Source: an optimization exercise on an open RTL-to-GDS flow (aim: small area). Production flows keep margins and buffers that such runs may drop. Only simulation tests tie the RTL to the original design; equivalence was not proved. Power figures rest on the tool's default switching activity, not on a simulated workload.

**flow/constraint.sdc**
```tcl
create_clock -name core_clock -period 10.0 [get_ports {clk}]
set_input_delay 2.0000 -clock core_clock [delete_from_list [all_inputs] [get_ports {clk}]]
set_output_delay 2.0000 -clock core_clock [all_outputs]
set_load 0.01 [all_outputs]
```
**flow/config.mk**
```make
export PLATFORM = sky130hd
export DESIGN_NAME = SmartParkingSystem
export DESIGN_NICKNAME = SmartParkingSystem
export VERILOG_FILES = /design/flow/design.v
export SDC_FILE = /design/flow/constraint.sdc
export NUM_CORES = 4
export LEC_CHECK = 0
export CAP_MARGIN = 20
export CORE_MARGIN = 2
export CORE_UTILIZATION = 40
export PLACE_DENSITY = 0.6
export SLEW_MARGIN = 20
```
**flow/run.sh**
```bash
#!/bin/bash
# synth_recipe.tcl (not shown) runs the flow's synth.tcl, then flattens the netlist and writes it again
# the make line also repeats each setting of config.mk as NAME=value (left out here)
make -C /OpenROAD-flow-scripts/flow DESIGN_CONFIG=/design/flow/config.mk WORK_HOME=/design/flow/orfs CLKGATE_MAP_FILE= SYNTH_SCRIPT=/design/flow/synth_recipe.tcl finish
```
**flow/design.v**
```verilog
module SmartParkingSystem(
    input clk,
    input reset_n,
    input echo,
    input [3:0] ir_sensors,
    output reg trigger,
    output reg servo_pwm,
    output reg red_led,
    output reg green_led
);
localparam CLK_FREQ = 50_000_000;
localparam TRIGGER_PULSE_US = 10;
localparam MEASURE_INTERVAL = 3_000_000;
localparam DISTANCE_THRESHOLD = 25;
localparam CM_CONVERSION = 58;
localparam PWM_PERIOD = 1_000_000;
localparam PWM_MIN = 50_000;
localparam PWM_MAX = 100_000;
localparam IDLE           = 3'b000;
localparam CHECK_SLOTS    = 3'b001;
localparam OPEN_GATE      = 3'b010;
localparam HOLD_GATE_OPEN = 3'b011;
localparam CLOSE_GATE     = 3'b100;
reg [31:0] ultrasonic_counter;
reg [31:0] echo_counter;
reg [2:0] state;
reg vehicle_detected;
reg [3:0] slot_status;
reg [31:0] pwm_counter;
reg [31:0] gate_timer;
reg [31:0] pwm_duty_cycle;
reg [31:0] next_pwm_duty_cycle;
always @(posedge clk or negedge reset_n) begin
    if (!reset_n) begin
        ultrasonic_counter <= 0;
        trigger <= 0;
        echo_counter <= 0;
        vehicle_detected <= 0;
    end else begin
        if (ultrasonic_counter < MEASURE_INTERVAL) begin
            ultrasonic_counter <= ultrasonic_counter + 1;
            trigger <= (ultrasonic_counter < (TRIGGER_PULSE_US * (CLK_FREQ/1_000_000)));
        end else begin
            ultrasonic_counter <= 0;
        end
        if (echo) begin
            echo_counter <= echo_counter + 1;
        end else if (echo_counter > 0) begin
            vehicle_detected <= (echo_counter < (DISTANCE_THRESHOLD * CM_CONVERSION));
            echo_counter <= 0;
        end
    end
end
always @(posedge clk or negedge reset_n) begin
    if (!reset_n) begin
        pwm_counter <= 0;
        servo_pwm <= 0;
        pwm_duty_cycle <= PWM_MIN;
    end else begin
        pwm_duty_cycle <= next_pwm_duty_cycle;
        if (pwm_counter < PWM_PERIOD) begin
            pwm_counter <= pwm_counter + 1;
            servo_pwm <= (pwm_counter < pwm_duty_cycle);
        end else begin
            pwm_counter <= 0;
        end
    end
end
always @(posedge clk or negedge reset_n) begin
    if (!reset_n) begin
        state <= IDLE;
        green_led <= 0;
        red_led <= 0;
        slot_status <= 4'b1111;
        gate_timer <= 0;
        next_pwm_duty_cycle <= PWM_MIN;
    end else begin
        slot_status <= ir_sensors;
        case (state)
            IDLE: begin
                red_led <= (slot_status == 4'b1111);
                green_led <= (slot_status != 4'b1111);
                next_pwm_duty_cycle <= PWM_MIN;
                if (vehicle_detected) begin
                    state <= CHECK_SLOTS;
                end
            end
            CHECK_SLOTS: begin
                if (slot_status != 4'b1111) begin
                    state <= OPEN_GATE;
                    green_led <= 1;
                    red_led <= 0;
                end else begin
                    state <= IDLE;
                    red_led <= 1;
                    green_led <= 0;
                end
            end
            OPEN_GATE: begin
                next_pwm_duty_cycle <= PWM_MAX;
                state <= HOLD_GATE_OPEN;
                gate_timer <= 0;
            end
            HOLD_GATE_OPEN: begin
                if (gate_timer < 2_500_000) begin
                    gate_timer <= gate_timer + 1;
                end else begin
                    state <= CLOSE_GATE;
                end
            end
            CLOSE_GATE: begin
                next_pwm_duty_cycle <= PWM_MIN;
                state <= IDLE;
                green_led <= 0;
                red_led <= (slot_status == 4'b1111);
            end
            default: state <= IDLE;
        endcase
    end
end
endmodule
```
==> run summary <==
* DRC viols at 0
* RSZ-0062 raised after global routing: no
* Final #Nets at 696
* Final Util at 47.32%
* Hold Crit Depth at 0
* F_max at 261.3 MHz
* TritonCTS Buffers at 17
* Worst path arrival time at 4.12 ns
* Post-CTS Setup Repair Bufs at 0
* Share of power burned in registers at 44.7%
* Final Non-Filler Cells at 906
* YS warnings at 1
* HPWL after detailed placement at 8356 µm
* Cells along the critical path: clkdlybuf4s50_1, nand3_1, nor4_2, nand2_2, o311ai_1, o41ai_1
* Initial antenna violation count at 0
* Htree depth at 4
* 1st-iter DRT viols at 312
* CTS tree: done
* Rows at 46
* Routability cong. at 0.8321
* Gate power share at 11.8%
* Worst Clk Skew at 0.009700 ns
* Number of global-route vias before repair at 4,702
* Worst path slowest cell: clkdlybuf4s50_1
* Die Y at 132.2 µm
* I/O Buffers at 10
* Clock share of power at 43.4%
* Ys flop type: dfrtp_1
* Synthesized area at 0.006569 mm²
* Critical path peak fanout at 10
* Syn Area/Cell at 10.22 µm²
* Post-synthesis cell type count at 58
* PwrDens at 193.3 mW/mm²
* N_diodes at 0
* CP Launch Type: primary input
* Die area at 0.01746 mm²
* Design Power at 0.001459 W
* Worst slew margin at 40.30%
* GRT overflow at 0
* Count of state elements after synthesis at 144
* Final Cycle Share at 38.26%
* Leakage at 3.074 nW
* R2r worst-path depth at 5
* Largest net degree at the start of global routing at 74
* Share of cells above drive strength 1 at 6.812%
* Routed vias/inst at 5.422
* Status: no timing/DRC/antenna violations
* Switching pwr at 0.0003800 W
* Area Growth Syn to Fin at 14.86%
* Fin crit period at 3.826 ns
* Root Buffer: clkbuf_16
* Width of the die at 132.2 µm
* Core area at 0.01594 mm²
* Post-DR wirelength/cell at 14.10 µm
* Worst-Skew Late Latency at 0.43 ns
* Endpoints failing setup at 0
* Maxcap violations at 0
* Cells after synthesis at 643
* Kind of critical path: in -> reg
* Clock slew seen by the registers of the worst setup and hold paths at 0.06 ns
* WP data required at 10.29 ns
* DP Cell Count at 874
* Antenna Nets Post-Route at 0
* Vias at 4,912
* DRT Pass-1 Iters at 4
* Pins Over Slew Limit at 0
* Most frequent cells in the layout: dfrtp_1, nor2_1, nand3_1
* Setup TNS at 0 ns
* Reg area at 0.003611 mm²
* Maximum clock path buffer count at 2
* Number of synthesized flops with an enable pin at 0
* Number of gates resized after cts at 0
* Switching Fraction at 26.05%
* Final wirelength at 12,770 µm
* Post-cts hold buffer count at 0
* Initial core utilization at 41.20%
* Sink Count at 144
* Ports at 11
* Sequential element share of the synthesized area at 54.97%
* Reg2reg setup slack at 7.70 ns
* Fraction of registers with async set/reset at 100.0%
* Commonest non-fill, non-tap cell in the layout: dfrtp_1
* Worst Tran Pin Value at 0.8928 ns
* P_int at 0.001079 W
* Critical Path Sink Type: flop
* Final hold vios at 0
* Slowest stage delay, CP at 0.64 ns
* Max VDD drop at 0.1542 mV
* HP Class: reg -> reg
* Multi-input gate area at 0.002894 mm²
* All-Layer GR Usage at 15.63%
* First-pass GRT wire length at 22,230 µm
* Fillers at 1,481
==> stage by stage <==
stage	hold slack, ns	worst slack [ns]	instance area [µm²]
2_1_floorplan	0.3518	6.562	6648
3_3_place_gp	0.3561	5.845	6945
3_5_place_dp	0.3561	5.747	6945
4_1_cts	0.3645	6.219	7531
5_1_grt	0.3689	5.976	7545
6_report	0.3640	6.174	7545
==> Yosys cell counts (6+ instances only) <==
| library cell | n | area [µm²] |
|---|---|---|
| nor3_1 | 20 | 100.1 |
| and3_1 | 13 | 81.33 |
| nand2_1 | 35 | 131.4 |
| inv_1 | 20 | 75.07 |
| xor2_1 | 12 | 105.1 |
| nand3_1 | 61 | 305.3 |
| xnor2_1 | 25 | 219.0 |
| and2_1 | 15 | 93.84 |
| dfstp_2 | 6 | 157.7 |
| nor4_1 | 22 | 137.6 |
| nor2_1 | 62 | 232.7 |
| clkbuf_1 | 11 | 41.29 |
| o31ai_1 | 13 | 97.59 |
| dfrtp_1 | 138 | 3453 |
| nand4_1 | 23 | 143.9 |
| or3_1 | 16 | 100.1 |
| o21ai_0 | 43 | 215.2 |
| o211ai_1 | 11 | 82.58 |
| a21oi_1 | 23 | 115.1 |
| ha_1 | 12 | 150.1 |
==> worst max-delay path: cells and delay by family <==
family | cells | cell delay [ns]
simple gates | 3 | 1.04
buf+inv | 1 | 0.64
compound gates | 2 | 0.43
==> state kept, by name, indices dropped and copies added (netlist names) <==
signal               flops
servo_pwm                1
next_pwm_duty_cycle      2
red_led                  1
echo_counter            32
vehicle_detected         1
pwm_counter             32
gate_timer              32
pwm_duty_cycle           2
state                    3
slot_status              4
trigger                  1
ultrasonic_counter      32
green_led                1
==> routing by layer <==
| metal | part of all wire [%] | vias to the layer above | global-route usage [%] |
|---|---|---|---|
| met3 | 3.2 | 12 | 4.421 |
| met5 | 0 | - | 0 |
| met2 | 48 | 71 | 24.94 |
| li1 | - | 2395 | - |
| met4 | 1.0 | 0 | 5.072 |
| met1 | 48 | 2434 | 20.62 |
==> cell type report <==
cell class              instances  area share, %
flip-flops and latches        144          47.86
multi-input cells             483          38.36
clock buffers                  25          6.302
well taps                     216          3.582
clock inverters                 7          1.459
repair buffers                 11          1.443
inverters                      20         0.9950
==> power groups by stage <==
stage	registers (W)	clock network, W	logic [W]
6_report	0.000653	0.000633	0.000173
5_1_grt	0.000657	0.000675	0.000200
4_1_cts	0.000652	0.000650	0.000174
3_5_place_dp	0.000663	0	0.000172
3_3_place_gp	0.000661	0	0.000165
2_1_floorplan	0.000651	0	0.000133
==> worst paths after layout <==
| kind | from | end |
|---|---|---|
| max | echo | echo_counter[31] |
| min | next_pwm_duty_cycle[14] | pwm_duty_cycle[14] |
| max reg2reg | gate_timer[22] | gate_timer[17] |
| min reg2reg | next_pwm_duty_cycle[14] | pwm_duty_cycle[14] |
| max in group asynchronous | reset_n | echo_counter[27] |
| min in group asynchronous | reset_n | ultrasonic_counter[14] |
==> kinds of logic after synthesis <==
logic type / Yosys count / synth area share (%)
multiplexers: 4 / 0.6476
buffers and inverters: 37 / 2.381
adder cells (fa/ha/maj): 12 / 2.286
XOR/XNOR: 37 / 4.933
AO/OA/AOI/OAI: 120 / 11.60
other: 1 / 0.05709
AND/OR/NAND/NOR: 288 / 23.12
flip-flops: 144 / 54.97

## afterwards: timing with drivers on the ports
No port has a modelled driver above. Below, the same layout with a new extraction and two added sets of constraints. Step 1 sets driving cells, clkbuf_16 on the clock port and buf_2 on the other inputs (assumed; they add their load-dependent delay and slew). Step 2 times the ports against the registers' clock, not the clock port: input delays grow and output delays shrink by t, the midpoint of the rising clock arrivals with the driver on. a / b / c = ideal ports / drivers / drivers and shift; a / b = the first two.
t (ns): 0.458
setup slack, ns: 6.174 / 6.191 / 5.733
latest minus earliest clock arrival (ns): 0.013 / 0.012
After both steps setup and hold are still met in this run. The setup slack of this run moves by +0.017 ns with the drivers and by -0.441 ns with both steps.
